From an optimization exercise on the open Yosys and OpenROAD flow, aimed at small area and a short achievable clock period; shortcuts taken in it are not production practice. At most, simulation tests tie the RTL to the original design; equivalence was not proved. Function not checked in run 1: the RTL went through the layout flow alone.

==> flow/design.v (outline; a module is shown in full before it is edited, if it fits) <==
// module fixed: 16 lines
// module fir: 741 lines
// module add_ks_20: 145 lines
// module add_rip_13: 9 lines
// module add_rip_14: 9 lines
// module add_o16: 78 lines
// module add_f11: 48 lines
module fir (
input [15:0] signal,
input clk,
output [15:0] out,
output [15:0] f1,
output [31:0] f2,f3,f4,
output [15:0] fo1
);
  // ...
==> flow/flow/run.sh <==
#!/bin/bash
# The standard layout (the standard.sh); flow/ports.tcl runs after global
# placement (port buffers, flip-flop drive), and clock tree synthesis gets its
# arguments from CTS_ARGS.
bash standard.sh DONT_BUFFER_PORTS=1 POST_GLOBAL_PLACE_TCL="$PWD/flow/ports.tcl" \
  CTS_ARGS="-sink_clustering_enable -repair_clock_nets -sink_clustering_size 40 -sink_clustering_max_diameter 60 -dont_use_dummy_load" finish > standard.log 2>&1
==> flow/flow/ports.tcl <==
# Run right after global placement.
# Port buffering in place of ORFS's own buffer_ports: every input but the clock
# gets a buf_4, every output a buf_1.
buffer_ports -inputs -buffer_cell sky130_fd_sc_hd__buf_4
buffer_ports -outputs -buffer_cell sky130_fd_sc_hd__buf_1
# Stronger flip-flops (same cell, drive 4) for the registers that start the
# paths to the outputs, whose Q pins carry the largest loads.
foreach inst [get_cells *] {
  if {[regexp {^(n|s1|u)\[[0-9]+\]\$_DFF_P_$} [get_full_name $inst]] && [get_property $inst ref_name] eq "sky130_fd_sc_hd__dfxtp_1"} {
    replace_cell $inst sky130_fd_sc_hd__dfxtp_4
  }
}
==> flow/standard.sh <==
#!/bin/bash
# synth_recipe.tcl (not shown) runs the flow's synth.tcl, then flattens the netlist and writes it again
# the make line also repeats each setting of config.mk as NAME=value (left out here)
make -C /OpenROAD-flow-scripts/flow DESIGN_CONFIG=/design/flow/config.mk WORK_HOME=/design/flow/orfs CLKGATE_MAP_FILE= SYNTH_SCRIPT=/design/flow/synth_recipe.tcl "${@:-finish}"
==> flow/config.mk <==
export PLATFORM = sky130hd
export DESIGN_NAME = fir
export DESIGN_NICKNAME = fir
export VERILOG_FILES = /design/flow/design.v
export SDC_FILE = /design/flow/constraint.sdc
export NUM_CORES = 4
export LEC_CHECK = 0
export ABC_AREA = 1
export CAP_MARGIN = 20
export CORE_MARGIN = 2
export CORE_UTILIZATION = 40
export SLEW_MARGIN = 20
export SYNTH_HIERARCHICAL = 1
==> flow/constraint.sdc <==
create_clock -name core_clock -period 30.0 [get_ports {clk}]
set_input_delay 6.0000 -clock core_clock [delete_from_list [all_inputs] [get_ports {clk}]]
set_output_delay 6.0000 -clock core_clock [all_outputs]
set_load 0.01 [all_outputs]
==> impl_metrics.yaml, run 1 <==
floorplan:
  fp.coreArea_mm2: 0.0526
  ioPinCount: 161
  initial_core_util_pct: 40.4
global_route:
  grt_max_degree: 29
  grt_pass1_wl_um: 79000
setup_path:
  crit_buf_inv: 3
  worstSetupStartpoint: "m11d[0]"
  worst-endpoint-arrival_ns: 9.53
  required_ns: 30.48
synthesis:
  synth_compound_area_share_pct: 3.90
  ys_top_cells_by_area: "dfxtp_1 31%, fa_1 27%, ha_1 11%, inv_1 6.0%, nand2_1 5.7%"
  synth_area_mm2: 0.0213
cts:
  cts.path.max_buffers: 3
  numCtsBuffers: 27
timing:
  rsz0062_at_grt: "no"
cells_and_area:
  multi_input_area_share_pct: 55.7
  largest_class: "multi-input combinational cells"
detailed_routing:
  wire_per_inst_um: 16.4
  wl_met3_um: 1820
  postRouteAntennaNets: 0
run_status:
  status: "no timing/DRC/antenna violations"
==> module fir, before the edit <==
module fir (
input [15:0] signal,
input clk,
output [15:0] out,
output [15:0] f1,
output [31:0] f2,f3,f4,
output [15:0] fo1
);
wire sign = signal[15];
wire expo_sign = signal[14];
wire [3:0] e = signal[13:10];
wire [11:0] w = {1'b1, signal[9:0], 1'b0};
wire [26:0] wl = {15'b0, w} << e;
wire [11:0] wr = w >> e;
wire left = expo_sign & (e != 4'd0);
wire zero = (signal == 16'b0);
wire [14:0] fv = zero ? 15'b0 : (left ? wl[16:2] : {3'b0, wr});
wire fz = (fv == 15'b0);
wire [15:0] mg = {sign & fz, fv};
wire [19:0] sx = {20{~sign}};
wire signed [15:0] xq_a = {1'b0, fv ^ {15{sign}}};
wire signed [15:0] xq_b = 16'sd0;
wire signed [15:0] xq;
wire [15:0] xq__p = xq_a ^ xq_b;
wire [15:0] xq__g0 = xq_a & xq_b;
wire [15:0] xq__g = {xq__g0[15:1], xq__g0[0] | (xq__p[0] & (sign))};
wire xq__G1 = xq__g[1] | (xq__p[1] & xq__g[0]);
wire xq__P1 = xq__p[1] & xq__p[0];
wire xq__G2 = xq__g[3] | (xq__p[3] & xq__g[2]);
wire xq__P2 = xq__p[3] & xq__p[2];
wire xq__G3 = xq__g[5] | (xq__p[5] & xq__g[4]);
wire xq__P3 = xq__p[5] & xq__p[4];
wire xq__G4 = xq__g[7] | (xq__p[7] & xq__g[6]);
wire xq__P4 = xq__p[7] & xq__p[6];
wire xq__G5 = xq__g[9] | (xq__p[9] & xq__g[8]);
wire xq__P5 = xq__p[9] & xq__p[8];
wire xq__G6 = xq__g[11] | (xq__p[11] & xq__g[10]);
wire xq__P6 = xq__p[11] & xq__p[10];
wire xq__G7 = xq__g[13] | (xq__p[13] & xq__g[12]);
wire xq__P7 = xq__p[13] & xq__p[12];
wire xq__G8 = xq__g[15] | (xq__p[15] & xq__g[14]);
wire xq__P8 = xq__p[15] & xq__p[14];
wire xq__G9 = xq__g[2] | (xq__p[2] & xq__G1);
wire xq__P9 = xq__p[2] & xq__P1;
wire xq__G10 = xq__G2 | (xq__P2 & xq__G1);
wire xq__P10 = xq__P2 & xq__P1;
wire xq__G11 = xq__g[6] | (xq__p[6] & xq__G3);
wire xq__P11 = xq__p[6] & xq__P3;
wire xq__G12 = xq__G4 | (xq__P4 & xq__G3);
wire xq__P12 = xq__P4 & xq__P3;
wire xq__G13 = xq__g[10] | (xq__p[10] & xq__G5);
wire xq__P13 = xq__p[10] & xq__P5;
wire xq__G14 = xq__G6 | (xq__P6 & xq__G5);
wire xq__P14 = xq__P6 & xq__P5;
wire xq__G15 = xq__g[14] | (xq__p[14] & xq__G7);
wire xq__P15 = xq__p[14] & xq__P7;
wire xq__G16 = xq__G8 | (xq__P8 & xq__G7);
wire xq__P16 = xq__P8 & xq__P7;
wire xq__G17 = xq__g[4] | (xq__p[4] & xq__G10);
wire xq__P17 = xq__p[4] & xq__P10;
wire xq__G18 = xq__G3 | (xq__P3 & xq__G10);
wire xq__P18 = xq__P3 & xq__P10;
wire xq__G19 = xq__G11 | (xq__P11 & xq__G10);
wire xq__P19 = xq__P11 & xq__P10;
wire xq__G20 = xq__G12 | (xq__P12 & xq__G10);
wire xq__P20 = xq__P12 & xq__P10;
wire xq__G21 = xq__g[12] | (xq__p[12] & xq__G14);
wire xq__P21 = xq__p[12] & xq__P14;
wire xq__G22 = xq__G7 | (xq__P7 & xq__G14);
wire xq__P22 = xq__P7 & xq__P14;
wire xq__G23 = xq__G15 | (xq__P15 & xq__G14);
wire xq__P23 = xq__P15 & xq__P14;
wire xq__G24 = xq__G16 | (xq__P16 & xq__G14);
wire xq__P24 = xq__P16 & xq__P14;
wire xq__G25 = xq__g[8] | (xq__p[8] & xq__G20);
wire xq__P25 = xq__p[8] & xq__P20;
wire xq__G26 = xq__G5 | (xq__P5 & xq__G20);
wire xq__P26 = xq__P5 & xq__P20;
wire xq__G27 = xq__G13 | (xq__P13 & xq__G20);
wire xq__P27 = xq__P13 & xq__P20;
wire xq__G28 = xq__G14 | (xq__P14 & xq__G20);
wire xq__P28 = xq__P14 & xq__P20;
wire xq__G29 = xq__G21 | (xq__P21 & xq__G20);
wire xq__P29 = xq__P21 & xq__P20;
wire xq__G30 = xq__G22 | (xq__P22 & xq__G20);
wire xq__P30 = xq__P22 & xq__P20;
wire xq__G31 = xq__G23 | (xq__P23 & xq__G20);
wire xq__P31 = xq__P23 & xq__P20;
wire xq__G32 = xq__G24 | (xq__P24 & xq__G20);
wire xq__P32 = xq__P24 & xq__P20;
wire [16:0] xq__c = {xq__G32, xq__G31, xq__G30, xq__G29, xq__G28, xq__G27, xq__G26, xq__G25, xq__G20, xq__G19, xq__G18, xq__G17, xq__G10, xq__G9, xq__G1, xq__g[0], (sign)};
assign xq = xq__p ^ xq__c[15:0];
wire signed [15:0] xin = {sign, xq[14:0]};
wire signed [19:0] nc_x = {1'b0, mg, 3'b0} ^ sx;
wire signed [19:0] nc_y = {4'b0, mg} ^ sx;
wire signed [19:0] nc_z = {18'b0, ~sign, 1'b0};
wire signed [19:0] nc_s = nc_x ^ nc_y ^ nc_z;
wire [19:0] nc_m = (nc_x & nc_y) | (nc_x & nc_z) | (nc_y & nc_z);
wire signed [19:0] nin_a = nc_s;
wire signed [19:0] nin_b = {nc_m[18:0], 1'b0};
wire signed [19:0] nin;
add_ks_20 i_nin (.a(nin_a), .b(nin_b), .ci(1'b0), .s(nin));
reg signed [15:0] x;
reg signed [19:0] n;           
always @(posedge clk) begin
  x <= xin;
  n <= nin;
end
wire signed [18:0] m5_a = n;
wire signed [18:0] m5_b = x <<< 2;
wire signed [18:0] m5;
wire [18:0] m5__p = m5_a ^ m5_b;
wire [18:0] m5__g0 = m5_a & m5_b;
wire [18:0] m5__g = {m5__g0[18:1], m5__g0[0] | (m5__p[0] & (1'b0))};
wire m5__G1 = m5__g[1] | (m5__p[1] & m5__g[0]);
wire m5__P1 = m5__p[1] & m5__p[0];
wire m5__G2 = m5__g[3] | (m5__p[3] & m5__g[2]);
wire m5__P2 = m5__p[3] & m5__p[2];
wire m5__G3 = m5__g[5] | (m5__p[5] & m5__g[4]);
wire m5__P3 = m5__p[5] & m5__p[4];
wire m5__G4 = m5__g[7] | (m5__p[7] & m5__g[6]);
wire m5__P4 = m5__p[7] & m5__p[6];
wire m5__G5 = m5__g[9] | (m5__p[9] & m5__g[8]);
wire m5__P5 = m5__p[9] & m5__p[8];
wire m5__G6 = m5__g[11] | (m5__p[11] & m5__g[10]);
wire m5__P6 = m5__p[11] & m5__p[10];
wire m5__G7 = m5__g[13] | (m5__p[13] & m5__g[12]);
wire m5__P7 = m5__p[13] & m5__p[12];
wire m5__G8 = m5__g[15] | (m5__p[15] & m5__g[14]);
wire m5__P8 = m5__p[15] & m5__p[14];
wire m5__G9 = m5__g[17] | (m5__p[17] & m5__g[16]);
wire m5__P9 = m5__p[17] & m5__p[16];
wire m5__G10 = m5__g[2] | (m5__p[2] & m5__G1);
wire m5__P10 = m5__p[2] & m5__P1;
wire m5__G11 = m5__G2 | (m5__P2 & m5__G1);
wire m5__P11 = m5__P2 & m5__P1;
wire m5__G12 = m5__g[6] | (m5__p[6] & m5__G3);
wire m5__P12 = m5__p[6] & m5__P3;
wire m5__G13 = m5__G4 | (m5__P4 & m5__G3);
wire m5__P13 = m5__P4 & m5__P3;
wire m5__G14 = m5__g[10] | (m5__p[10] & m5__G5);
wire m5__P14 = m5__p[10] & m5__P5;
wire m5__G15 = m5__G6 | (m5__P6 & m5__G5);
wire m5__P15 = m5__P6 & m5__P5;
wire m5__G16 = m5__g[14] | (m5__p[14] & m5__G7);
wire m5__P16 = m5__p[14] & m5__P7;
wire m5__G17 = m5__G8 | (m5__P8 & m5__G7);
wire m5__P17 = m5__P8 & m5__P7;
wire m5__G18 = m5__g[18] | (m5__p[18] & m5__G9);
wire m5__P18 = m5__p[18] & m5__P9;
wire m5__G19 = m5__g[4] | (m5__p[4] & m5__G11);
wire m5__P19 = m5__p[4] & m5__P11;
wire m5__G20 = m5__G3 | (m5__P3 & m5__G11);
wire m5__P20 = m5__P3 & m5__P11;
wire m5__G21 = m5__G12 | (m5__P12 & m5__G11);
wire m5__P21 = m5__P12 & m5__P11;
wire m5__G22 = m5__G13 | (m5__P13 & m5__G11);
wire m5__P22 = m5__P13 & m5__P11;
wire m5__G23 = m5__g[12] | (m5__p[12] & m5__G15);
wire m5__P23 = m5__p[12] & m5__P15;
wire m5__G24 = m5__G7 | (m5__P7 & m5__G15);
wire m5__P24 = m5__P7 & m5__P15;
wire m5__G25 = m5__G16 | (m5__P16 & m5__G15);
wire m5__P25 = m5__P16 & m5__P15;
wire m5__G26 = m5__G17 | (m5__P17 & m5__G15);
wire m5__P26 = m5__P17 & m5__P15;
wire m5__G27 = m5__g[8] | (m5__p[8] & m5__G22);
wire m5__P27 = m5__p[8] & m5__P22;
wire m5__G28 = m5__G5 | (m5__P5 & m5__G22);
wire m5__P28 = m5__P5 & m5__P22;
wire m5__G29 = m5__G14 | (m5__P14 & m5__G22);
wire m5__P29 = m5__P14 & m5__P22;
wire m5__G30 = m5__G15 | (m5__P15 & m5__G22);
wire m5__P30 = m5__P15 & m5__P22;
wire m5__G31 = m5__G23 | (m5__P23 & m5__G22);
wire m5__P31 = m5__P23 & m5__P22;
wire m5__G32 = m5__G24 | (m5__P24 & m5__G22);
wire m5__P32 = m5__P24 & m5__P22;
wire m5__G33 = m5__G25 | (m5__P25 & m5__G22);
wire m5__P33 = m5__P25 & m5__P22;
wire m5__G34 = m5__G26 | (m5__P26 & m5__G22);
wire m5__P34 = m5__P26 & m5__P22;
wire m5__G35 = m5__g[16] | (m5__p[16] & m5__G34);
wire m5__P35 = m5__p[16] & m5__P34;
wire m5__G36 = m5__G9 | (m5__P9 & m5__G34);
wire m5__P36 = m5__P9 & m5__P34;
wire m5__G37 = m5__G18 | (m5__P18 & m5__G34);
wire m5__P37 = m5__P18 & m5__P34;
wire [19:0] m5__c = {m5__G37, m5__G36, m5__G35, m5__G34, m5__G33, m5__G32, m5__G31, m5__G30, m5__G29, m5__G28, m5__G27, m5__G22, m5__G21, m5__G20, m5__G19, m5__G11, m5__G10, m5__G1, m5__g[0], (1'b0)};
assign m5 = m5__p ^ m5__c[18:0];
wire signed [19:0] m11_a = n;
wire signed [19:0] m11_b = ~(x <<< 1);
wire signed [19:0] m11;
wire [19:0] m11__p = m11_a ^ m11_b;
wire [19:0] m11__g0 = m11_a & m11_b;
wire [19:0] m11__g = {m11__g0[19:1], m11__g0[0] | (m11__p[0] & (1'b1))};
wire m11__G1 = m11__g[1] | (m11__p[1] & m11__g[0]);
wire m11__P1 = m11__p[1] & m11__p[0];
wire m11__G2 = m11__g[3] | (m11__p[3] & m11__g[2]);
wire m11__P2 = m11__p[3] & m11__p[2];
wire m11__G3 = m11__g[5] | (m11__p[5] & m11__g[4]);
wire m11__P3 = m11__p[5] & m11__p[4];
wire m11__G4 = m11__g[7] | (m11__p[7] & m11__g[6]);
wire m11__P4 = m11__p[7] & m11__p[6];
wire m11__G5 = m11__g[9] | (m11__p[9] & m11__g[8]);
wire m11__P5 = m11__p[9] & m11__p[8];
wire m11__G6 = m11__g[11] | (m11__p[11] & m11__g[10]);
wire m11__P6 = m11__p[11] & m11__p[10];
wire m11__G7 = m11__g[13] | (m11__p[13] & m11__g[12]);
wire m11__P7 = m11__p[13] & m11__p[12];
wire m11__G8 = m11__g[15] | (m11__p[15] & m11__g[14]);
wire m11__P8 = m11__p[15] & m11__p[14];
wire m11__G9 = m11__g[17] | (m11__p[17] & m11__g[16]);
wire m11__P9 = m11__p[17] & m11__p[16];
wire m11__G10 = m11__g[19] | (m11__p[19] & m11__g[18]);
wire m11__P10 = m11__p[19] & m11__p[18];
wire m11__G11 = m11__g[2] | (m11__p[2] & m11__G1);
wire m11__P11 = m11__p[2] & m11__P1;
wire m11__G12 = m11__G2 | (m11__P2 & m11__G1);
wire m11__P12 = m11__P2 & m11__P1;
wire m11__G13 = m11__g[6] | (m11__p[6] & m11__G3);
wire m11__P13 = m11__p[6] & m11__P3;
wire m11__G14 = m11__G4 | (m11__P4 & m11__G3);
wire m11__P14 = m11__P4 & m11__P3;
wire m11__G15 = m11__g[10] | (m11__p[10] & m11__G5);
wire m11__P15 = m11__p[10] & m11__P5;
wire m11__G16 = m11__G6 | (m11__P6 & m11__G5);
wire m11__P16 = m11__P6 & m11__P5;
wire m11__G17 = m11__g[14] | (m11__p[14] & m11__G7);
wire m11__P17 = m11__p[14] & m11__P7;
wire m11__G18 = m11__G8 | (m11__P8 & m11__G7);
wire m11__P18 = m11__P8 & m11__P7;
wire m11__G19 = m11__g[18] | (m11__p[18] & m11__G9);
wire m11__P19 = m11__p[18] & m11__P9;
wire m11__G20 = m11__G10 | (m11__P10 & m11__G9);
wire m11__P20 = m11__P10 & m11__P9;
wire m11__G21 = m11__g[4] | (m11__p[4] & m11__G12);
wire m11__P21 = m11__p[4] & m11__P12;
wire m11__G22 = m11__G3 | (m11__P3 & m11__G12);
wire m11__P22 = m11__P3 & m11__P12;
wire m11__G23 = m11__G13 | (m11__P13 & m11__G12);
wire m11__P23 = m11__P13 & m11__P12;
wire m11__G24 = m11__G14 | (m11__P14 & m11__G12);
wire m11__P24 = m11__P14 & m11__P12;
wire m11__G25 = m11__g[12] | (m11__p[12] & m11__G16);
wire m11__P25 = m11__p[12] & m11__P16;
wire m11__G26 = m11__G7 | (m11__P7 & m11__G16);
wire m11__P26 = m11__P7 & m11__P16;
wire m11__G27 = m11__G17 | (m11__P17 & m11__G16);
wire m11__P27 = m11__P17 & m11__P16;
wire m11__G28 = m11__G18 | (m11__P18 & m11__G16);
wire m11__P28 = m11__P18 & m11__P16;
wire m11__G29 = m11__g[8] | (m11__p[8] & m11__G24);
wire m11__P29 = m11__p[8] & m11__P24;
wire m11__G30 = m11__G5 | (m11__P5 & m11__G24);
wire m11__P30 = m11__P5 & m11__P24;
wire m11__G31 = m11__G15 | (m11__P15 & m11__G24);
wire m11__P31 = m11__P15 & m11__P24;
wire m11__G32 = m11__G16 | (m11__P16 & m11__G24);
wire m11__P32 = m11__P16 & m11__P24;
wire m11__G33 = m11__G25 | (m11__P25 & m11__G24);
wire m11__P33 = m11__P25 & m11__P24;
wire m11__G34 = m11__G26 | (m11__P26 & m11__G24);
wire m11__P34 = m11__P26 & m11__P24;
wire m11__G35 = m11__G27 | (m11__P27 & m11__G24);
wire m11__P35 = m11__P27 & m11__P24;
wire m11__G36 = m11__G28 | (m11__P28 & m11__G24);
wire m11__P36 = m11__P28 & m11__P24;
wire m11__G37 = m11__g[16] | (m11__p[16] & m11__G36);
wire m11__P37 = m11__p[16] & m11__P36;
wire m11__G38 = m11__G9 | (m11__P9 & m11__G36);
wire m11__P38 = m11__P9 & m11__P36;
wire m11__G39 = m11__G19 | (m11__P19 & m11__G36);
wire m11__P39 = m11__P19 & m11__P36;
wire m11__G40 = m11__G20 | (m11__P20 & m11__G36);
wire m11__P40 = m11__P20 & m11__P36;
wire [20:0] m11__c = {m11__G40, m11__G39, m11__G38, m11__G37, m11__G36, m11__G35, m11__G34, m11__G33, m11__G32, m11__G31, m11__G30, m11__G29, m11__G24, m11__G23, m11__G22, m11__G21, m11__G12, m11__G11, m11__G1, m11__g[0], (1'b1)};
assign m11 = m11__p ^ m11__c[19:0];
wire signed [21:0] m45_a = n <<< 2;
wire signed [21:0] m45_b = n;
wire signed [21:0] m45;
wire [21:0] m45__p = m45_a ^ m45_b;
wire [21:0] m45__g0 = m45_a & m45_b;
wire [21:0] m45__g = {m45__g0[21:1], m45__g0[0] | (m45__p[0] & (1'b0))};
wire m45__G1 = m45__g[1] | (m45__p[1] & m45__g[0]);
wire m45__P1 = m45__p[1] & m45__p[0];
wire m45__G2 = m45__g[3] | (m45__p[3] & m45__g[2]);
wire m45__P2 = m45__p[3] & m45__p[2];
wire m45__G3 = m45__g[5] | (m45__p[5] & m45__g[4]);
wire m45__P3 = m45__p[5] & m45__p[4];
wire m45__G4 = m45__g[7] | (m45__p[7] & m45__g[6]);
wire m45__P4 = m45__p[7] & m45__p[6];
wire m45__G5 = m45__g[9] | (m45__p[9] & m45__g[8]);
wire m45__P5 = m45__p[9] & m45__p[8];
wire m45__G6 = m45__g[11] | (m45__p[11] & m45__g[10]);
wire m45__P6 = m45__p[11] & m45__p[10];
wire m45__G7 = m45__g[13] | (m45__p[13] & m45__g[12]);
wire m45__P7 = m45__p[13] & m45__p[12];
wire m45__G8 = m45__g[15] | (m45__p[15] & m45__g[14]);
wire m45__P8 = m45__p[15] & m45__p[14];
wire m45__G9 = m45__g[17] | (m45__p[17] & m45__g[16]);
wire m45__P9 = m45__p[17] & m45__p[16];
wire m45__G10 = m45__g[19] | (m45__p[19] & m45__g[18]);
wire m45__P10 = m45__p[19] & m45__p[18];
wire m45__G11 = m45__g[21] | (m45__p[21] & m45__g[20]);
wire m45__P11 = m45__p[21] & m45__p[20];
wire m45__G12 = m45__g[2] | (m45__p[2] & m45__G1);
wire m45__P12 = m45__p[2] & m45__P1;
wire m45__G13 = m45__G2 | (m45__P2 & m45__G1);
wire m45__P13 = m45__P2 & m45__P1;
wire m45__G14 = m45__g[6] | (m45__p[6] & m45__G3);
wire m45__P14 = m45__p[6] & m45__P3;
wire m45__G15 = m45__G4 | (m45__P4 & m45__G3);
wire m45__P15 = m45__P4 & m45__P3;
wire m45__G16 = m45__g[10] | (m45__p[10] & m45__G5);
wire m45__P16 = m45__p[10] & m45__P5;
wire m45__G17 = m45__G6 | (m45__P6 & m45__G5);
wire m45__P17 = m45__P6 & m45__P5;
wire m45__G18 = m45__g[14] | (m45__p[14] & m45__G7);
wire m45__P18 = m45__p[14] & m45__P7;
wire m45__G19 = m45__G8 | (m45__P8 & m45__G7);
wire m45__P19 = m45__P8 & m45__P7;
wire m45__G20 = m45__g[18] | (m45__p[18] & m45__G9);
wire m45__P20 = m45__p[18] & m45__P9;
wire m45__G21 = m45__G10 | (m45__P10 & m45__G9);
wire m45__P21 = m45__P10 & m45__P9;
wire m45__G22 = m45__g[4] | (m45__p[4] & m45__G13);
wire m45__P22 = m45__p[4] & m45__P13;
wire m45__G23 = m45__G3 | (m45__P3 & m45__G13);
wire m45__P23 = m45__P3 & m45__P13;
wire m45__G24 = m45__G14 | (m45__P14 & m45__G13);
wire m45__P24 = m45__P14 & m45__P13;
wire m45__G25 = m45__G15 | (m45__P15 & m45__G13);
wire m45__P25 = m45__P15 & m45__P13;
wire m45__G26 = m45__g[12] | (m45__p[12] & m45__G17);
wire m45__P26 = m45__p[12] & m45__P17;
wire m45__G27 = m45__G7 | (m45__P7 & m45__G17);
wire m45__P27 = m45__P7 & m45__P17;
wire m45__G28 = m45__G18 | (m45__P18 & m45__G17);
wire m45__P28 = m45__P18 & m45__P17;
wire m45__G29 = m45__G19 | (m45__P19 & m45__G17);
wire m45__P29 = m45__P19 & m45__P17;
wire m45__G30 = m45__g[20] | (m45__p[20] & m45__G21);
wire m45__P30 = m45__p[20] & m45__P21;
wire m45__G31 = m45__G11 | (m45__P11 & m45__G21);
wire m45__P31 = m45__P11 & m45__P21;
wire m45__G32 = m45__g[8] | (m45__p[8] & m45__G25);
wire m45__P32 = m45__p[8] & m45__P25;
wire m45__G33 = m45__G5 | (m45__P5 & m45__G25);
wire m45__P33 = m45__P5 & m45__P25;
wire m45__G34 = m45__G16 | (m45__P16 & m45__G25);
wire m45__P34 = m45__P16 & m45__P25;
wire m45__G35 = m45__G17 | (m45__P17 & m45__G25);
wire m45__P35 = m45__P17 & m45__P25;
wire m45__G36 = m45__G26 | (m45__P26 & m45__G25);
wire m45__P36 = m45__P26 & m45__P25;
wire m45__G37 = m45__G27 | (m45__P27 & m45__G25);
wire m45__P37 = m45__P27 & m45__P25;
wire m45__G38 = m45__G28 | (m45__P28 & m45__G25);
wire m45__P38 = m45__P28 & m45__P25;
wire m45__G39 = m45__G29 | (m45__P29 & m45__G25);
wire m45__P39 = m45__P29 & m45__P25;
wire m45__G40 = m45__g[16] | (m45__p[16] & m45__G39);
wire m45__P40 = m45__p[16] & m45__P39;
wire m45__G41 = m45__G9 | (m45__P9 & m45__G39);
wire m45__P41 = m45__P9 & m45__P39;
wire m45__G42 = m45__G20 | (m45__P20 & m45__G39);
wire m45__P42 = m45__P20 & m45__P39;
wire m45__G43 = m45__G21 | (m45__P21 & m45__G39);
wire m45__P43 = m45__P21 & m45__P39;
wire m45__G44 = m45__G30 | (m45__P30 & m45__G39);
wire m45__P44 = m45__P30 & m45__P39;
wire m45__G45 = m45__G31 | (m45__P31 & m45__G39);
wire m45__P45 = m45__P31 & m45__P39;
wire [22:0] m45__c = {m45__G45, m45__G44, m45__G43, m45__G42, m45__G41, m45__G40, m45__G39, m45__G38, m45__G37, m45__G36, m45__G35, m45__G34, m45__G33, m45__G32, m45__G25, m45__G24, m45__G23, m45__G22, m45__G13, m45__G12, m45__G1, m45__g[0], (1'b0)};
assign m45 = m45__p ^ m45__c[21:0];
reg signed [9:0] ndh;          
reg nz;                        
reg signed [18:0] m5d;         
reg signed [21:0] m45d;        
reg signed [19:0] m11d;        
reg signed [19:0] r4;          
always @(posedge clk) begin
  ndh <= n[19:10];
  nz <= ~|n[9:0];
  m5d <= m5;
  m45d <= m45;
  m11d <= m11;
  r4 <= {m5d, 1'b0};
end
wire [23:0] p205_a = m45d;
wire [23:0] p205_b = m5d <<< 5;
wire p205_ci = 1'b0;
wire [10:0] p205_g = p205_a[10:0] & p205_b[10:0];
wire [10:0] p205_p = p205_a[10:0] | p205_b[10:0];
wire [11:0] p205_c;
wire p205_G1 = p205_g[0] | (p205_p[0] & p205_ci);
wire p205_G2 = p205_g[2] | (p205_p[2] & p205_g[1]);
wire p205_P2 = p205_p[2] & p205_p[1];
wire p205_G3 = p205_g[4] | (p205_p[4] & p205_g[3]);
wire p205_P3 = p205_p[4] & p205_p[3];
wire p205_G4 = p205_g[6] | (p205_p[6] & p205_g[5]);
wire p205_P4 = p205_p[6] & p205_p[5];
wire p205_G5 = p205_g[8] | (p205_p[8] & p205_g[7]);
wire p205_P5 = p205_p[8] & p205_p[7];
wire p205_G6 = p205_g[10] | (p205_p[10] & p205_g[9]);
wire p205_P6 = p205_p[10] & p205_p[9];
wire p205_G7 = p205_G2 | (p205_P2 & p205_G1);
wire p205_G8 = p205_G4 | (p205_P4 & p205_G3);
wire p205_P8 = p205_P4 & p205_P3;
wire p205_G9 = p205_G6 | (p205_P6 & p205_G5);
wire p205_P9 = p205_P6 & p205_P5;
wire p205_G10 = p205_G8 | (p205_P8 & p205_G7);
wire p205_G11 = p205_G9 | (p205_P9 & p205_G10);
assign p205_c[11] = p205_G11;
wire [10:0] p205_k = {p205_p[9:0], p205_ci};
wire p205_z = &(~(p205_a[10:0] ^ p205_b[10:0] ^ p205_k));
wire [12:0] p205_hi;
add_rip_13 i_p205_hi (.a(p205_a[23:11]), .b(p205_b[23:11]), .ci(p205_c[11]), .s(p205_hi));
wire signed [24:0] c407_x = m11d <<< 5;
wire signed [24:0] c407_y = m45d;
wire signed [24:0] c407_z = m5d <<< 1;
wire signed [24:0] c407_s = c407_x ^ c407_y ^ c407_z;
wire [24:0] c407_m = (c407_x & c407_y) | (c407_x & c407_z) | (c407_y & c407_z);
wire [24:0] p407_a = c407_s;
wire [24:0] p407_b = {c407_m[23:0], 1'b0};
wire p407_ci = 1'b0;
wire [10:0] p407_g = p407_a[10:0] & p407_b[10:0];
wire [10:0] p407_p = p407_a[10:0] | p407_b[10:0];
wire [11:0] p407_c;
wire p407_G1 = p407_g[0] | (p407_p[0] & p407_ci);
wire p407_G2 = p407_g[2] | (p407_p[2] & p407_g[1]);
wire p407_P2 = p407_p[2] & p407_p[1];
wire p407_G3 = p407_g[4] | (p407_p[4] & p407_g[3]);
wire p407_P3 = p407_p[4] & p407_p[3];
wire p407_G4 = p407_g[6] | (p407_p[6] & p407_g[5]);
wire p407_P4 = p407_p[6] & p407_p[5];
wire p407_G5 = p407_g[8] | (p407_p[8] & p407_g[7]);
wire p407_P5 = p407_p[8] & p407_p[7];
wire p407_G6 = p407_g[10] | (p407_p[10] & p407_g[9]);
wire p407_P6 = p407_p[10] & p407_p[9];
wire p407_G7 = p407_G2 | (p407_P2 & p407_G1);
wire p407_G8 = p407_G4 | (p407_P4 & p407_G3);
wire p407_P8 = p407_P4 & p407_P3;
wire p407_G9 = p407_G6 | (p407_P6 & p407_G5);
wire p407_P9 = p407_P6 & p407_P5;
wire p407_G10 = p407_G8 | (p407_P8 & p407_G7);
wire p407_G11 = p407_G9 | (p407_P9 & p407_G10);
assign p407_c[11] = p407_G11;
wire [10:0] p407_k = {p407_p[9:0], p407_ci};
wire p407_z = &(~(p407_a[10:0] ^ p407_b[10:0] ^ p407_k));
wire [13:0] p407_hi;
add_rip_14 i_p407_hi (.a(p407_a[24:11]), .b(p407_b[24:11]), .ci(p407_c[11]), .s(p407_hi));
wire signed [24:0] c327_x = m11d <<< 5;
wire signed [24:0] c327_y = ~(m5d <<< 2);
wire signed [24:0] c327_z = ~m5d;
wire signed [24:0] c327_s = c327_x ^ c327_y ^ c327_z;
wire [24:0] c327_m = (c327_x & c327_y) | (c327_x & c327_z) | (c327_y & c327_z);
wire [24:0] p327_a = c327_s;
wire [24:0] p327_b = {c327_m[23:0], 1'b1};
wire p327_ci = 1'b1;
wire [10:0] p327_g = p327_a[10:0] & p327_b[10:0];
wire [10:0] p327_p = p327_a[10:0] | p327_b[10:0];
wire [11:0] p327_c;
wire p327_G1 = p327_g[0] | (p327_p[0] & p327_ci);
wire p327_G2 = p327_g[2] | (p327_p[2] & p327_g[1]);
wire p327_P2 = p327_p[2] & p327_p[1];
wire p327_G3 = p327_g[4] | (p327_p[4] & p327_g[3]);
wire p327_P3 = p327_p[4] & p327_p[3];
wire p327_G4 = p327_g[6] | (p327_p[6] & p327_g[5]);
wire p327_P4 = p327_p[6] & p327_p[5];
wire p327_G5 = p327_g[8] | (p327_p[8] & p327_g[7]);
wire p327_P5 = p327_p[8] & p327_p[7];
wire p327_G6 = p327_g[10] | (p327_p[10] & p327_g[9]);
wire p327_P6 = p327_p[10] & p327_p[9];
wire p327_G7 = p327_G2 | (p327_P2 & p327_G1);
wire p327_G8 = p327_G4 | (p327_P4 & p327_G3);
wire p327_P8 = p327_P4 & p327_P3;
wire p327_G9 = p327_G6 | (p327_P6 & p327_G5);
wire p327_P9 = p327_P6 & p327_P5;
wire p327_G10 = p327_G8 | (p327_P8 & p327_G7);
wire p327_G11 = p327_G9 | (p327_P9 & p327_G10);
assign p327_c[11] = p327_G11;
wire [10:0] p327_k = {p327_p[9:0], p327_ci};
wire p327_z = &(~(p327_a[10:0] ^ p327_b[10:0] ^ p327_k));
wire [13:0] p327_hi;
add_rip_14 i_p327_hi (.a(p327_a[24:11]), .b(p327_b[24:11]), .ci(p327_c[11]), .s(p327_hi));
wire signed [8:0]  t9   = ndh[9:1];
wire signed [8:0]  t11  = m11d[19:11];
wire signed [8:0]  t10  = m5d[18:10];
wire signed [9:0]  c18  = ~ndh;           wire z18  = nz;
wire signed [11:0] c90  = ~m45d[21:10];   wire z90  = ~|m45d[9:0];
wire signed [12:0] c205 = ~p205_hi;   wire z205 = p205_z;
wire signed [13:0] c327 = ~p327_hi;   wire z327 = p327_z;
wire signed [13:0] c407 = ~p407_hi;   wire z407 = p407_z;
wire signed [9:0]  p18  = ndh;
wire signed [11:0] p90  = m45d[21:10];
wire signed [12:0] p205h = p205_hi;
wire signed [13:0] p327h = p327_hi;
wire signed [13:0] p407h = p407_hi;
reg signed [8:0] v15;
reg signed [9:0] v14;
reg signed [9:0] v13;
reg signed [10:0] v12;
reg signed [12:0] v11;
reg signed [13:0] v10;
reg signed [14:0] v9;
reg signed [15:0] v8;
reg signed [15:0] v7;
reg signed [15:0] v6;
reg signed [15:0] v5;
reg signed [15:0] v4;
reg signed [15:0] v3;
wire signed [9:0] v14_n_a = t11;
wire signed [9:0] v14_n_b = v15;
wire signed [9:0] v14_n;
wire [10:0] v14_n__c;
assign v14_n__c[0] = (1'b0);
genvar v14_n__i;
generate for (v14_n__i = 0; v14_n__i < 10; v14_n__i = v14_n__i + 1) begin : v14_n__r
  assign v14_n[v14_n__i] = v14_n_a[v14_n__i] ^ v14_n_b[v14_n__i] ^ v14_n__c[v14_n__i];
  assign v14_n__c[v14_n__i+1] = (v14_n_a[v14_n__i] & v14_n_b[v14_n__i]) | (v14_n_a[v14_n__i] & v14_n__c[v14_n__i]) | (v14_n_b[v14_n__i] & v14_n__c[v14_n__i]);
end endgenerate
wire signed [9:0] v13_n_a = t10;
wire signed [9:0] v13_n_b = v14;
wire signed [9:0] v13_n;
wire [10:0] v13_n__c;
assign v13_n__c[0] = (1'b0);
genvar v13_n__i;
generate for (v13_n__i = 0; v13_n__i < 10; v13_n__i = v13_n__i + 1) begin : v13_n__r
  assign v13_n[v13_n__i] = v13_n_a[v13_n__i] ^ v13_n_b[v13_n__i] ^ v13_n__c[v13_n__i];
  assign v13_n__c[v13_n__i+1] = (v13_n_a[v13_n__i] & v13_n_b[v13_n__i]) | (v13_n_a[v13_n__i] & v13_n__c[v13_n__i]) | (v13_n_b[v13_n__i] & v13_n__c[v13_n__i]);
end endgenerate
wire signed [10:0] v12_n_a = p18;
wire signed [10:0] v12_n_b = ~v13;
wire signed [10:0] v12_n;
wire [11:0] v12_n__c;
assign v12_n__c[0] = (~z18);
genvar v12_n__i;
generate for (v12_n__i = 0; v12_n__i < 11; v12_n__i = v12_n__i + 1) begin : v12_n__r
  assign v12_n[v12_n__i] = v12_n_a[v12_n__i] ^ v12_n_b[v12_n__i] ^ v12_n__c[v12_n__i];
  assign v12_n__c[v12_n__i+1] = (v12_n_a[v12_n__i] & v12_n_b[v12_n__i]) | (v12_n_a[v12_n__i] & v12_n__c[v12_n__i]) | (v12_n_b[v12_n__i] & v12_n__c[v12_n__i]);
end endgenerate
wire signed [12:0] v11_n_a = p90;
wire signed [12:0] v11_n_b = v12;
wire signed [12:0] v11_n;
wire [13:0] v11_n__c;
assign v11_n__c[0] = (~z90);
genvar v11_n__i;
generate for (v11_n__i = 0; v11_n__i < 13; v11_n__i = v11_n__i + 1) begin : v11_n__r
  assign v11_n[v11_n__i] = v11_n_a[v11_n__i] ^ v11_n_b[v11_n__i] ^ v11_n__c[v11_n__i];
  assign v11_n__c[v11_n__i+1] = (v11_n_a[v11_n__i] & v11_n_b[v11_n__i]) | (v11_n_a[v11_n__i] & v11_n__c[v11_n__i]) | (v11_n_b[v11_n__i] & v11_n__c[v11_n__i]);
end endgenerate
wire signed [13:0] v10_n_a = p205h;
wire signed [13:0] v10_n_b = v11;
wire signed [13:0] v10_n;
wire [14:0] v10_n__c;
assign v10_n__c[0] = (~z205);
genvar v10_n__i;
generate for (v10_n__i = 0; v10_n__i < 14; v10_n__i = v10_n__i + 1) begin : v10_n__r
  assign v10_n[v10_n__i] = v10_n_a[v10_n__i] ^ v10_n_b[v10_n__i] ^ v10_n__c[v10_n__i];
  assign v10_n__c[v10_n__i+1] = (v10_n_a[v10_n__i] & v10_n_b[v10_n__i]) | (v10_n_a[v10_n__i] & v10_n__c[v10_n__i]) | (v10_n_b[v10_n__i] & v10_n__c[v10_n__i]);
end endgenerate
wire signed [14:0] v9_n_a = p327h;
wire signed [14:0] v9_n_b = v10;
wire signed [14:0] v9_n;
wire [15:0] v9_n__c;
assign v9_n__c[0] = (~z327);
genvar v9_n__i;
generate for (v9_n__i = 0; v9_n__i < 15; v9_n__i = v9_n__i + 1) begin : v9_n__r
  assign v9_n[v9_n__i] = v9_n_a[v9_n__i] ^ v9_n_b[v9_n__i] ^ v9_n__c[v9_n__i];
  assign v9_n__c[v9_n__i+1] = (v9_n_a[v9_n__i] & v9_n_b[v9_n__i]) | (v9_n_a[v9_n__i] & v9_n__c[v9_n__i]) | (v9_n_b[v9_n__i] & v9_n__c[v9_n__i]);
end endgenerate
wire signed [15:0] v8_n_a = p407h;
wire signed [15:0] v8_n_b = v9;
wire signed [15:0] v8_n;
wire [16:0] v8_n__c;
assign v8_n__c[0] = (~z407);
genvar v8_n__i;
generate for (v8_n__i = 0; v8_n__i < 16; v8_n__i = v8_n__i + 1) begin : v8_n__r
  assign v8_n[v8_n__i] = v8_n_a[v8_n__i] ^ v8_n_b[v8_n__i] ^ v8_n__c[v8_n__i];
  assign v8_n__c[v8_n__i+1] = (v8_n_a[v8_n__i] & v8_n_b[v8_n__i]) | (v8_n_a[v8_n__i] & v8_n__c[v8_n__i]) | (v8_n_b[v8_n__i] & v8_n__c[v8_n__i]);
end endgenerate
wire signed [15:0] v7_n_a = p407h;
wire signed [15:0] v7_n_b = v8;
wire signed [15:0] v7_n;
wire [16:0] v7_n__c;
assign v7_n__c[0] = (~z407);
genvar v7_n__i;
generate for (v7_n__i = 0; v7_n__i < 16; v7_n__i = v7_n__i + 1) begin : v7_n__r
  assign v7_n[v7_n__i] = v7_n_a[v7_n__i] ^ v7_n_b[v7_n__i] ^ v7_n__c[v7_n__i];
  assign v7_n__c[v7_n__i+1] = (v7_n_a[v7_n__i] & v7_n_b[v7_n__i]) | (v7_n_a[v7_n__i] & v7_n__c[v7_n__i]) | (v7_n_b[v7_n__i] & v7_n__c[v7_n__i]);
end endgenerate
wire signed [15:0] v6_n_a = p327h;
wire signed [15:0] v6_n_b = v7;
wire signed [15:0] v6_n;
wire [16:0] v6_n__c;
assign v6_n__c[0] = (~z327);
genvar v6_n__i;
generate for (v6_n__i = 0; v6_n__i < 16; v6_n__i = v6_n__i + 1) begin : v6_n__r
  assign v6_n[v6_n__i] = v6_n_a[v6_n__i] ^ v6_n_b[v6_n__i] ^ v6_n__c[v6_n__i];
  assign v6_n__c[v6_n__i+1] = (v6_n_a[v6_n__i] & v6_n_b[v6_n__i]) | (v6_n_a[v6_n__i] & v6_n__c[v6_n__i]) | (v6_n_b[v6_n__i] & v6_n__c[v6_n__i]);
end endgenerate
wire signed [15:0] v5_n_a = p205h;
wire signed [15:0] v5_n_b = v6;
wire signed [15:0] v5_n;
wire [16:0] v5_n__c;
assign v5_n__c[0] = (~z205);
genvar v5_n__i;
generate for (v5_n__i = 0; v5_n__i < 16; v5_n__i = v5_n__i + 1) begin : v5_n__r
  assign v5_n[v5_n__i] = v5_n_a[v5_n__i] ^ v5_n_b[v5_n__i] ^ v5_n__c[v5_n__i];
  assign v5_n__c[v5_n__i+1] = (v5_n_a[v5_n__i] & v5_n_b[v5_n__i]) | (v5_n_a[v5_n__i] & v5_n__c[v5_n__i]) | (v5_n_b[v5_n__i] & v5_n__c[v5_n__i]);
end endgenerate
wire signed [15:0] v4_n_a = p90;
wire signed [15:0] v4_n_b = v5;
wire signed [15:0] v4_n;
wire [16:0] v4_n__c;
assign v4_n__c[0] = (~z90);
genvar v4_n__i;
generate for (v4_n__i = 0; v4_n__i < 16; v4_n__i = v4_n__i + 1) begin : v4_n__r
  assign v4_n[v4_n__i] = v4_n_a[v4_n__i] ^ v4_n_b[v4_n__i] ^ v4_n__c[v4_n__i];
  assign v4_n__c[v4_n__i+1] = (v4_n_a[v4_n__i] & v4_n_b[v4_n__i]) | (v4_n_a[v4_n__i] & v4_n__c[v4_n__i]) | (v4_n_b[v4_n__i] & v4_n__c[v4_n__i]);
end endgenerate
wire signed [15:0] v3_n_a = p18;
wire signed [15:0] v3_n_b = v4;
wire signed [15:0] v3_n;
wire [16:0] v3_n__c;
assign v3_n__c[0] = (~z18);
genvar v3_n__i;
generate for (v3_n__i = 0; v3_n__i < 16; v3_n__i = v3_n__i + 1) begin : v3_n__r
  assign v3_n[v3_n__i] = v3_n_a[v3_n__i] ^ v3_n_b[v3_n__i] ^ v3_n__c[v3_n__i];
  assign v3_n__c[v3_n__i+1] = (v3_n_a[v3_n__i] & v3_n_b[v3_n__i]) | (v3_n_a[v3_n__i] & v3_n__c[v3_n__i]) | (v3_n_b[v3_n__i] & v3_n__c[v3_n__i]);
end endgenerate
wire signed [8:0] t11x = m11[19:11];
wire signed [9:0] u_n_a = t11x;
wire signed [9:0] u_n_b = t10;
wire signed [9:0] u_n;
wire [10:0] u_n__c;
assign u_n__c[0] = (1'b0);
genvar u_n__i;
generate for (u_n__i = 0; u_n__i < 10; u_n__i = u_n__i + 1) begin : u_n__r
  assign u_n[u_n__i] = u_n_a[u_n__i] ^ u_n_b[u_n__i] ^ u_n__c[u_n__i];
  assign u_n__c[u_n__i+1] = (u_n_a[u_n__i] & u_n_b[u_n__i]) | (u_n_a[u_n__i] & u_n__c[u_n__i]) | (u_n_b[u_n__i] & u_n__c[u_n__i]);
end endgenerate
wire signed [15:0] cs1_x = t11x;
wire signed [15:0] cs1_y = t10;
wire signed [15:0] cs1_z = ~v3;
wire signed [15:0] cs1_s = cs1_x ^ cs1_y ^ cs1_z;
wire [15:0] cs1_m = (cs1_x & cs1_y) | (cs1_x & cs1_z) | (cs1_y & cs1_z);
wire signed [15:0] s1_n_a = cs1_s;
wire signed [15:0] s1_n_b = {cs1_m[14:0], 1'b0};
wire signed [15:0] s1_n;
wire [15:0] s1_n__p = s1_n_a ^ s1_n_b;
wire [15:0] s1_n__g0 = s1_n_a & s1_n_b;
wire [15:0] s1_n__g = {s1_n__g0[15:1], s1_n__g0[0] | (s1_n__p[0] & (1'b0))};
wire s1_n__G1 = s1_n__g[1] | (s1_n__p[1] & s1_n__g[0]);
wire s1_n__P1 = s1_n__p[1] & s1_n__p[0];
wire s1_n__G2 = s1_n__g[3] | (s1_n__p[3] & s1_n__g[2]);
wire s1_n__P2 = s1_n__p[3] & s1_n__p[2];
wire s1_n__G3 = s1_n__g[5] | (s1_n__p[5] & s1_n__g[4]);
wire s1_n__P3 = s1_n__p[5] & s1_n__p[4];
wire s1_n__G4 = s1_n__g[7] | (s1_n__p[7] & s1_n__g[6]);
wire s1_n__P4 = s1_n__p[7] & s1_n__p[6];
wire s1_n__G5 = s1_n__g[9] | (s1_n__p[9] & s1_n__g[8]);
wire s1_n__P5 = s1_n__p[9] & s1_n__p[8];
wire s1_n__G6 = s1_n__g[11] | (s1_n__p[11] & s1_n__g[10]);
wire s1_n__P6 = s1_n__p[11] & s1_n__p[10];
wire s1_n__G7 = s1_n__g[13] | (s1_n__p[13] & s1_n__g[12]);
wire s1_n__P7 = s1_n__p[13] & s1_n__p[12];
wire s1_n__G8 = s1_n__g[15] | (s1_n__p[15] & s1_n__g[14]);
wire s1_n__P8 = s1_n__p[15] & s1_n__p[14];
wire s1_n__G9 = s1_n__G2 | (s1_n__P2 & s1_n__G1);
wire s1_n__P9 = s1_n__P2 & s1_n__P1;
wire s1_n__G10 = s1_n__G4 | (s1_n__P4 & s1_n__G3);
wire s1_n__P10 = s1_n__P4 & s1_n__P3;
wire s1_n__G11 = s1_n__G6 | (s1_n__P6 & s1_n__G5);
wire s1_n__P11 = s1_n__P6 & s1_n__P5;
wire s1_n__G12 = s1_n__G8 | (s1_n__P8 & s1_n__G7);
wire s1_n__P12 = s1_n__P8 & s1_n__P7;
wire s1_n__G13 = s1_n__G10 | (s1_n__P10 & s1_n__G9);
wire s1_n__P13 = s1_n__P10 & s1_n__P9;
wire s1_n__G14 = s1_n__G12 | (s1_n__P12 & s1_n__G11);
wire s1_n__P14 = s1_n__P12 & s1_n__P11;
wire s1_n__G15 = s1_n__G14 | (s1_n__P14 & s1_n__G13);
wire s1_n__P15 = s1_n__P14 & s1_n__P13;
wire s1_n__G16 = s1_n__G11 | (s1_n__P11 & s1_n__G13);
wire s1_n__P16 = s1_n__P11 & s1_n__P13;
wire s1_n__G17 = s1_n__G3 | (s1_n__P3 & s1_n__G9);
wire s1_n__P17 = s1_n__P3 & s1_n__P9;
wire s1_n__G18 = s1_n__G5 | (s1_n__P5 & s1_n__G13);
wire s1_n__P18 = s1_n__P5 & s1_n__P13;
wire s1_n__G19 = s1_n__G7 | (s1_n__P7 & s1_n__G16);
wire s1_n__P19 = s1_n__P7 & s1_n__P16;
wire s1_n__G20 = s1_n__g[2] | (s1_n__p[2] & s1_n__G1);
wire s1_n__P20 = s1_n__p[2] & s1_n__P1;
wire s1_n__G21 = s1_n__g[4] | (s1_n__p[4] & s1_n__G9);
wire s1_n__P21 = s1_n__p[4] & s1_n__P9;
wire s1_n__G22 = s1_n__g[6] | (s1_n__p[6] & s1_n__G17);
wire s1_n__P22 = s1_n__p[6] & s1_n__P17;
wire s1_n__G23 = s1_n__g[8] | (s1_n__p[8] & s1_n__G13);
wire s1_n__P23 = s1_n__p[8] & s1_n__P13;
wire s1_n__G24 = s1_n__g[10] | (s1_n__p[10] & s1_n__G18);
wire s1_n__P24 = s1_n__p[10] & s1_n__P18;
wire s1_n__G25 = s1_n__g[12] | (s1_n__p[12] & s1_n__G16);
wire s1_n__P25 = s1_n__p[12] & s1_n__P16;
wire s1_n__G26 = s1_n__g[14] | (s1_n__p[14] & s1_n__G19);
wire s1_n__P26 = s1_n__p[14] & s1_n__P19;
wire [16:0] s1_n__c = {s1_n__G15, s1_n__G26, s1_n__G19, s1_n__G25, s1_n__G16, s1_n__G24, s1_n__G18, s1_n__G23, s1_n__G13, s1_n__G22, s1_n__G17, s1_n__G21, s1_n__G9, s1_n__G20, s1_n__G1, s1_n__g[0], (1'b0)};
assign s1_n = s1_n__p ^ s1_n__c[15:0];
reg signed [15:0] s1;
reg signed [9:0] u;
always @(posedge clk) begin
  v15 <= t9;
  v14 <= v14_n;
  v13 <= v13_n;
  v12 <= v12_n;
  v11 <= v11_n;
  v10 <= v10_n;
  v9 <= v9_n;
  v8 <= v8_n;
  v7 <= v7_n;
  v6 <= v6_n;
  v5 <= v5_n;
  v4 <= v4_n;
  v3 <= v3_n;
  u <= u_n;
  s1 <= s1_n;
end
wire signed [8:0] t0 = n[19:11];
wire [15:0] out_n;
add_o16 i_out (.a(s1), .bn(t0), .ci(1'b0), .s(out_n));
wire [10:0] fo1_s;
add_f11 i_fo1 (.a({u[9], u}), .bn(t0), .ci(1'b0), .s(fo1_s));
wire [15:0] fo1_n = {{5{fo1_s[10]}}, fo1_s};
assign out = out_n;
assign fo1 = fo1_n;
assign f1 = x;
assign f2 = {{12{n[19]}}, n};
assign f3 = {{12{m11d[19]}}, m11d};
assign f4 = {{12{r4[19]}}, r4};
endmodule
==> run 2, diff against run 1 <==
--- a/flow/design.v
+++ b/flow/design.v
@@ -404,12 +404,15 @@
   m11d <= m11;
   r4 <= {m5d, 1'b0};
 end
+wire signed [23:0] e205a = m45;
+wire signed [23:0] e205b = m5 <<< 5;
 wire [23:0] p205_a = m45d;
 wire [23:0] p205_b = m5d <<< 5;
+wire [10:0] p205_qa = e205a[10:0];
+wire [10:0] p205_qb = e205b[10:0];
 wire p205_ci = 1'b0;
-wire [10:0] p205_g = p205_a[10:0] & p205_b[10:0];
-wire [10:0] p205_p = p205_a[10:0] | p205_b[10:0];
-wire [11:0] p205_c;
+wire [10:0] p205_g = p205_qa & p205_qb;
+wire [10:0] p205_p = p205_qa | p205_qb;
 wire p205_G1 = p205_g[0] | (p205_p[0] & p205_ci);
 wire p205_G2 = p205_g[2] | (p205_p[2] & p205_g[1]);
 wire p205_P2 = p205_p[2] & p205_p[1];
@@ -428,22 +431,31 @@
 wire p205_P9 = p205_P6 & p205_P5;
 wire p205_G10 = p205_G8 | (p205_P8 & p205_G7);
 wire p205_G11 = p205_G9 | (p205_P9 & p205_G10);
-assign p205_c[11] = p205_G11;
 wire [10:0] p205_k = {p205_p[9:0], p205_ci};
-wire p205_z = &(~(p205_a[10:0] ^ p205_b[10:0] ^ p205_k));
+reg p205_c11, p205_z;
+always @(posedge clk) begin
+  p205_c11 <= p205_G11;
+  p205_z <= &(~(p205_qa ^ p205_qb ^ p205_k));
+end
 wire [12:0] p205_hi;
-add_rip_13 i_p205_hi (.a(p205_a[23:11]), .b(p205_b[23:11]), .ci(p205_c[11]), .s(p205_hi));
+add_rip_13 i_p205_hi (.a(p205_a[23:11]), .b(p205_b[23:11]), .ci(p205_c11), .s(p205_hi));
 wire signed [24:0] c407_x = m11d <<< 5;
 wire signed [24:0] c407_y = m45d;
 wire signed [24:0] c407_z = m5d <<< 1;
 wire signed [24:0] c407_s = c407_x ^ c407_y ^ c407_z;
 wire [24:0] c407_m = (c407_x & c407_y) | (c407_x & c407_z) | (c407_y & c407_z);
+wire signed [24:0] c407p_x = m11 <<< 5;
+wire signed [24:0] c407p_y = m45;
+wire signed [24:0] c407p_z = m5 <<< 1;
+wire signed [24:0] c407p_s = c407p_x ^ c407p_y ^ c407p_z;
+wire [24:0] c407p_m = (c407p_x & c407p_y) | (c407p_x & c407p_z) | (c407p_y & c407p_z);
 wire [24:0] p407_a = c407_s;
 wire [24:0] p407_b = {c407_m[23:0], 1'b0};
+wire [10:0] p407_qa = c407p_s[10:0];
+wire [10:0] p407_qb = {c407p_m[9:0], 1'b0};
 wire p407_ci = 1'b0;
-wire [10:0] p407_g = p407_a[10:0] & p407_b[10:0];
-wire [10:0] p407_p = p407_a[10:0] | p407_b[10:0];
-wire [11:0] p407_c;
+wire [10:0] p407_g = p407_qa & p407_qb;
+wire [10:0] p407_p = p407_qa | p407_qb;
 wire p407_G1 = p407_g[0] | (p407_p[0] & p407_ci);
 wire p407_G2 = p407_g[2] | (p407_p[2] & p407_g[1]);
 wire p407_P2 = p407_p[2] & p407_p[1];
@@ -462,22 +474,31 @@
 wire p407_P9 = p407_P6 & p407_P5;
 wire p407_G10 = p407_G8 | (p407_P8 & p407_G7);
 wire p407_G11 = p407_G9 | (p407_P9 & p407_G10);
-assign p407_c[11] = p407_G11;
 wire [10:0] p407_k = {p407_p[9:0], p407_ci};
-wire p407_z = &(~(p407_a[10:0] ^ p407_b[10:0] ^ p407_k));
+reg p407_c11, p407_z;
+always @(posedge clk) begin
+  p407_c11 <= p407_G11;
+  p407_z <= &(~(p407_qa ^ p407_qb ^ p407_k));
+end
 wire [13:0] p407_hi;
-add_rip_14 i_p407_hi (.a(p407_a[24:11]), .b(p407_b[24:11]), .ci(p407_c[11]), .s(p407_hi));
+add_rip_14 i_p407_hi (.a(p407_a[24:11]), .b(p407_b[24:11]), .ci(p407_c11), .s(p407_hi));
 wire signed [24:0] c327_x = m11d <<< 5;
 wire signed [24:0] c327_y = ~(m5d <<< 2);
 wire signed [24:0] c327_z = ~m5d;
 wire signed [24:0] c327_s = c327_x ^ c327_y ^ c327_z;
 wire [24:0] c327_m = (c327_x & c327_y) | (c327_x & c327_z) | (c327_y & c327_z);
+wire signed [24:0] c327p_x = m11 <<< 5;
+wire signed [24:0] c327p_y = ~(m5 <<< 2);
+wire signed [24:0] c327p_z = ~m5;
+wire signed [24:0] c327p_s = c327p_x ^ c327p_y ^ c327p_z;
+wire [24:0] c327p_m = (c327p_x & c327p_y) | (c327p_x & c327p_z) | (c327p_y & c327p_z);
 wire [24:0] p327_a = c327_s;
 wire [24:0] p327_b = {c327_m[23:0], 1'b1};
+wire [10:0] p327_qa = c327p_s[10:0];
+wire [10:0] p327_qb = {c327p_m[9:0], 1'b1};
 wire p327_ci = 1'b1;
-wire [10:0] p327_g = p327_a[10:0] & p327_b[10:0];
-wire [10:0] p327_p = p327_a[10:0] | p327_b[10:0];
-wire [11:0] p327_c;
+wire [10:0] p327_g = p327_qa & p327_qb;
+wire [10:0] p327_p = p327_qa | p327_qb;
 wire p327_G1 = p327_g[0] | (p327_p[0] & p327_ci);
 wire p327_G2 = p327_g[2] | (p327_p[2] & p327_g[1]);
 wire p327_P2 = p327_p[2] & p327_p[1];
@@ -496,11 +517,14 @@
 wire p327_P9 = p327_P6 & p327_P5;
 wire p327_G10 = p327_G8 | (p327_P8 & p327_G7);
 wire p327_G11 = p327_G9 | (p327_P9 & p327_G10);
-assign p327_c[11] = p327_G11;
 wire [10:0] p327_k = {p327_p[9:0], p327_ci};
-wire p327_z = &(~(p327_a[10:0] ^ p327_b[10:0] ^ p327_k));
+reg p327_c11, p327_z;
+always @(posedge clk) begin
+  p327_c11 <= p327_G11;
+  p327_z <= &(~(p327_qa ^ p327_qb ^ p327_k));
+end
 wire [13:0] p327_hi;
-add_rip_14 i_p327_hi (.a(p327_a[24:11]), .b(p327_b[24:11]), .ci(p327_c[11]), .s(p327_hi));
+add_rip_14 i_p327_hi (.a(p327_a[24:11]), .b(p327_b[24:11]), .ci(p327_c11), .s(p327_hi));
 wire signed [8:0]  t9   = ndh[9:1];
 wire signed [8:0]  t11  = m11d[19:11];
 wire signed [8:0]  t10  = m5d[18:10];
==> impl_metrics.yaml, run 2 <==
cts:
  numCtsBuffers: 29
  cts_tree: "yes"
  cts.sinks: 334
  cts_setup_buffers: 0
  htreeDepth: 1
  root_buffer: "clkbuf_16"
  ctsHoldBuffers: 0
  cts_resized: 0
  cts.path.max_buffers: 3
  path_clk_slew_ns: 0.06
  clk_latency_ns: 0.59
setup_path:
  cpMaxStageDelayCell: "ha_1"
  critPathMostFrequentCell: "nand3_1"
  crit_family: "simple AND/OR/NAND/NOR gates"
  required_ns: 30.43
  max_stage_delay_ns: 0.39
  path_class: "input port to flip-flop"
  crit_buf_inv: 2
  crit_chain: "buf_4 > inv_2 > nand3_1 > nand3_1 > a21oi_1 > o21ai_0 > nand3_1 > nor2_1 > nand3_1 > o21ai_0 > ha_1 > ha_1 > nand2_1 > nor2_1 > and2_1 > nand3b_1 > nand4_1 > nand2_1"
  worst-endpoint-arrival_ns: 9.25
  cp_max_fo: 25
  r2r_setup_slack_ns: 21.49
  worstSetupStartpointType: "input port"
  worst_setup_path_end_kind: "flip-flop"
floorplan:
  fp.coreArea_mm2: 0.0528
  die_area_mm2: 0.0554
  die_h_um: 235
  initial_core_util_pct: 40.6
  die_w_um: 235
  std_cell_rows: 84
  ioPinCount: 161
global_route:
  track_usage_pct: 18.6
  antenna_found_initial: 0
  grt_pass1_vias: 14800
  grt_max_degree: 29
  overflow: 0
  grt_pass1_wl_um: 80700
timing:
  relSlewSlack_pct: 52.0
  fin_skew_ns: 0.0633
  tightest_slew_ns: 0.720
  max_freq_mhz: 113
  rsz0062_at_grt: "no"
  slew_viol_final: 0
  finalSetupViolCount: 0
  final.min_clock_period_ns: 8.83
  hold_violations: 0
  finalSetupTns_ns: 0
  layout_setup_ws_ns: 21.17
  fin_crit_sh_pct: 29.4
synthesis:
  synth_cell_types: 56
  yosysTopAreaCellShare_pct: 31.2
  yosys-top-cells-count: "348 x nand2_1, 334 x dfxtp_1, 331 x inv_1"
  synth_edf_count: 0
  seq_area_frac_synth_pct: 31.2
  avgSynthCellArea_um2: 9.94
  synth-async-reset-ratio_pct: 0
  yosysMostFrequentCell: "nand2_1"
  synthFlopType: "dfxtp_1"
  ys_ff_latch: 334
  syn_inst: 2154
  ys_top_cells_by_area: "dfxtp_1 31%, fa_1 26%, ha_1 11%, nand2_1 6.1%, inv_1 5.8%"
  synth_top_cell_by_area: "dfxtp_1"
  synth_area_mm2: 0.0214
  yosys_warnings: 7
placed_design:
  dp_hpwl_um: 42200
  io_buffers: 159
  dp_worst_setup_slack_ns: 20.67
detailed_routing:
  wire_per_inst_um: 16.9
  vias_per_cell: 4.75
  drt_iter0_markers: 708
  postRouteAntennaNets: 0
  drt_first_pass_iters: 5
  route.detailed.drc: 0
  routed_wl_um: 50200
  vias: 14200
cells_and_area:
  area_delta_synth_final_pct: 9.38
  n_fill_cell: 5004
  largest_reg_flops: 21
  antennaDiodeCount: 0
  ff_latch_area_mm2: 0.00686
  layout_common_cells: "348 x nand2_1, 331 x inv_1, 287 x dfxtp_1"
  final_common_cell: "nand2_1"
  top_register: "m45d"
  largestRegisters: "m45d: 21 flops, m11d: 20 flops, n: 20 flops"
  multi_input_area_mm2: 0.0130
  drive_gt1_share_pct: 7.73
  fin_nets: 2784
run:
  max_cap_violations: 0
run_status:
  status: "no timing/DRC/antenna violations"
hold_path:
  hold_path_class: "flip-flop to flip-flop"
## run 2: final timing paths
kind / endpoint / depth (start not counted) / from
min: r4[3] / 0 / m5d[2]
max: n[19] / 18 / signal[11]
max reg2reg: v6[15] / 21 / m5d[11]
min reg2reg: r4[3] / 0 / m5d[2]
## run 2: layer usage
layer / GRT usage (%) / up-vias / part of all wire, %
met5: 0 / - / 0
met4: 4.38 / 0 / 2.2
met3: 1.62 / 62 / 3.0
met2: 32.1 / 267 / 48
met1: 25.3 / 6912 / 46
li1: - / 6909 / -
## run 2: cell type report
class                           count  area share (%)
Clock buffer                       29            3.10
Inverter                          340            5.56
Multi-Input combinational cell   1422            55.4
Sequential cell                   334            29.3
Tap cell                          688            3.68
Timing Repair Buffer              166            3.03
## run 2: modules after synthesis, one instance, submodules excluded
module	cells inside	area (um^2)
add_f11	75	474
add_ks_20	223	1150
add_o16	136	768
add_rip_13	27	299
add_rip_14	27	317
fir	1639	18100
## run 2: worst reg2reg max path: cells and delay by family, from the launching register on
family	cells	cell delay (ns)
flops	1	0.68
xor+xnor	1	0.13
fa+ha+maj	17	7.22
buf+inv	3	0.40
## run 2: per-stage QoR
stage                     instance area (um^2)  hold slack, ns  util, %  std cells
after global routing                     23400           0.337     44.4       2979
after CTS                                23400           0.329     44.4       2979
final                                    23400           0.328     44.4       2979
after global placement                   21900           0.313     41.5       2791
after detailed placement                 22700           0.315     43.0       2950
after floorplan                          21400           0.310        -       2159
## run 2: cell families after synthesis
family                     Yosys count  synth area share (%)
AOI/OAI and AO/OA                  151                  4.07
xor gates and xnor gates           105                  4.29
buffers and inverters              403                  8.31
DFF                                334                  31.2
and+or+nand+nor                    685                  14.5
adders and majority gates          475                  37.6
other                                1                0.0175
==> run 3, diff against run 2 <==
--- a/flow/config.mk
+++ b/flow/config.mk
@@ -8,6 +8,7 @@
 export ABC_AREA = 1
 export CAP_MARGIN = 20
 export CORE_MARGIN = 2
-export CORE_UTILIZATION = 40
+export CORE_UTILIZATION = 60
+export PLACE_DENSITY = 0.75
 export SLEW_MARGIN = 20
 export SYNTH_HIERARCHICAL = 1
==> impl_metrics.yaml, run 3 <==
synthesis:
  yosysTopAreaCellShare_pct: 31.2
  yosys_warnings: 7
  seq_area_frac_synth_pct: 31.2
  synth_edf_count: 0
  yosys-top-cells-count: "348 x nand2_1, 334 x dfxtp_1, 331 x inv_1"
  synth_compound_area_share_pct: 4.07
  synth-xor-area-share_pct: 4.29
  synth-simple-area-share_pct: 14.5
  avgSynthCellArea_um2: 9.94
  synthAdderAreaFrac_pct: 37.6
  ys_ff_latch: 334
  synth-async-reset-ratio_pct: 0
  synth_cell_types: 56
detailed_routing:
  wire_per_inst_um: 17.5
  route.detailed.drc: 0
  drt_first_pass_iters: 5
  vias_per_cell: 5.20
  postRouteAntennaNets: 0
  drt_iter0_markers: 888
timing:
  finalSetupViolCount: 0
  tightest_slew_ns: 0.976
  rsz0062_at_grt: "no"
  final.min_clock_period_ns: 8.75
  max_freq_mhz: 114
  layout_setup_ws_ns: 21.25
  relSlewSlack_pct: 34.9
  fin_skew_ns: 0.0675
  slew_viol_final: 0
  fin_crit_sh_pct: 29.2
global_route:
  grt_max_degree: 29
  antenna_found_initial: 1
  grt_pass1_wl_um: 79000
  grt_pass1_vias: 15000
  overflow: 0
cts:
  htreeDepth: 1
  path_clk_slew_ns: 0.05
  numCtsBuffers: 26
  cts_resized: 0
  clk_latency_ns: 0.58
  cts.path.max_buffers: 3
hold_path:
  hold_path_class: "flip-flop to flip-flop"
  whs_path_depth: 0
cells_and_area:
  fin_nets: 2778
  largest_reg_flops: 21
  final_area_mm2: 0.0230
  largestRegisters: "m45d: 21 flops, m11d: 20 flops, n: 20 flops"
  antennaDiodeCount: 0
  ff_latch_area_mm2: 0.00686
  drive_gt1_share_pct: 7.48
  n_fill_cell: 2786
  layout_common_cells: "348 x nand2_1, 331 x inv_1, 287 x dfxtp_1"
floorplan:
  fp.coreArea_mm2: 0.0354
  die_h_um: 193
  die_w_um: 193
  ioPinCount: 161
  die_area_mm2: 0.0372
  initial_core_util_pct: 60.5
run:
  max_cap_violations: 0
setup_path:
  worst-endpoint-arrival_ns: 9.16
  cp_max_fo: 25
  required_ns: 30.41
  reg2regPathDepth: 21
placed_design:
  io_buffers: 159
  placed_area_mm2: 0.0224
  dp_hpwl_um: 39600
  dp_worst_setup_slack_ns: 20.77
run_status:
  status: "no timing/DRC/antenna violations"
[run 3: area by class of cell]
cell class	count	share of cell area, %
inverter	340	5.65
clock buffer	26	2.82
multi-input combinational	1422	56.3
sequential	334	29.8
tap	461	2.50
timing repair buffer	163	2.98
[run 3: through the flow]
stage | util (%) | hold WS (ns) | std cells
5_1_grt | 65.1 | 0.334 | 2746
6_report | 65.1 | 0.322 | 2746
2_1_floorplan | - | 0.310 | 2159
4_1_cts | 65.1 | 0.322 | 2746
3_5_place_dp | 63.3 | 0.312 | 2720
3_3_place_gp | 60.9 | 0.312 | 2561
[run 3: path summary, 6_finish.rpt]
check | from | endpoint | slack [ns]
setup / recovery | signal[11] | n[19] | 21.25
hold / removal | m5d[2] | r4[3] | 0.32
setup reg to reg | m5d[11] | v6[15] | 21.50
hold reg to reg | m5d[2] | r4[3] | 0.32
[run 3: kinds of logic after synthesis]
| kind of cell | Yosys count |
|---|---|
| compound gates | 151 |
| other cells | 1 |
| buf+inv | 403 |
| fa+ha+maj | 475 |
| simple gates | 685 |
| flops | 334 |
| xor+xnor | 105 |
[run 3: worst max-delay path: stages]
cell,delay (ns)
buf_4,0.20
inv_2,0.30
nand3_1,0.12
nand2_1,0.14
o21ai_0,0.11
nand2_1,0.06
o21ai_0,0.07
a21oi_1,0.29
nand2_1,0.09
nor2_1,0.11
nand3_1,0.09
o21ai_0,0.24
ha_1,0.29
ha_1,0.37
nand2_1,0.12
nor2_1,0.15
and2_1,0.16
nand3b_1,0.10
nand4_1,0.11
nand2_1,0.05
[run 3: metal layers]
metal	global-route usage, %	wire (um)
met2	45.9	23100
met5	0	0
met4	6.67	1170
met1	38.1	21500
met3	3.66	2420
[run 3: per-module statistics from Yosys, one instance, submodules excluded]
module	cells inside	flip-flops and latches	area (um^2)
add_rip_13	27	0	299
add_o16	136	0	768
add_ks_20	223	0	1150
add_rip_14	27	0	317
add_f11	75	0	474
fir	1639	334	18100

[static timing again, ports no longer ideal]
No port has a modelled driver above. Below, the same layouts with a new extraction and two added sets of constraints. Step 1 assumes that a clkbuf_16 drives the clock port and a buf_2 every other input. Step 2 adds t to the input delays and takes it off the output delays; t is the mean of the earliest and latest rising clock arrival at the registers after step 1. Input paths then give back, and output paths get back, about the clock's delay inside the block. Slacks: no drivers / after step 1 / after step 2; pairs: no drivers / after step 1.
run | shift t [ns] | slack for setup (ns) | worst hold slack (ns) | clock arrival spread, ns | pins driven straight from the clock port
run 1 | 0.606 | 20.950 / 20.950 / 20.584 | 0.353 / 0.353 / 0.353 | 0.112 / 0.112 | 1
run 2 | 0.609 | 21.174 / 21.204 / 20.596 | 0.328 / 0.328 / 0.328 | 0.064 / 0.063 | 1
run 3 | 0.599 | 21.254 / 21.285 / 20.686 | 0.322 / 0.322 / 0.322 | 0.068 / 0.067 | 1
After both steps every run listed still meets setup and hold. The setup slack of run 2, which loses most, moves by +0.030 ns with the drivers and by -0.578 ns with both steps.
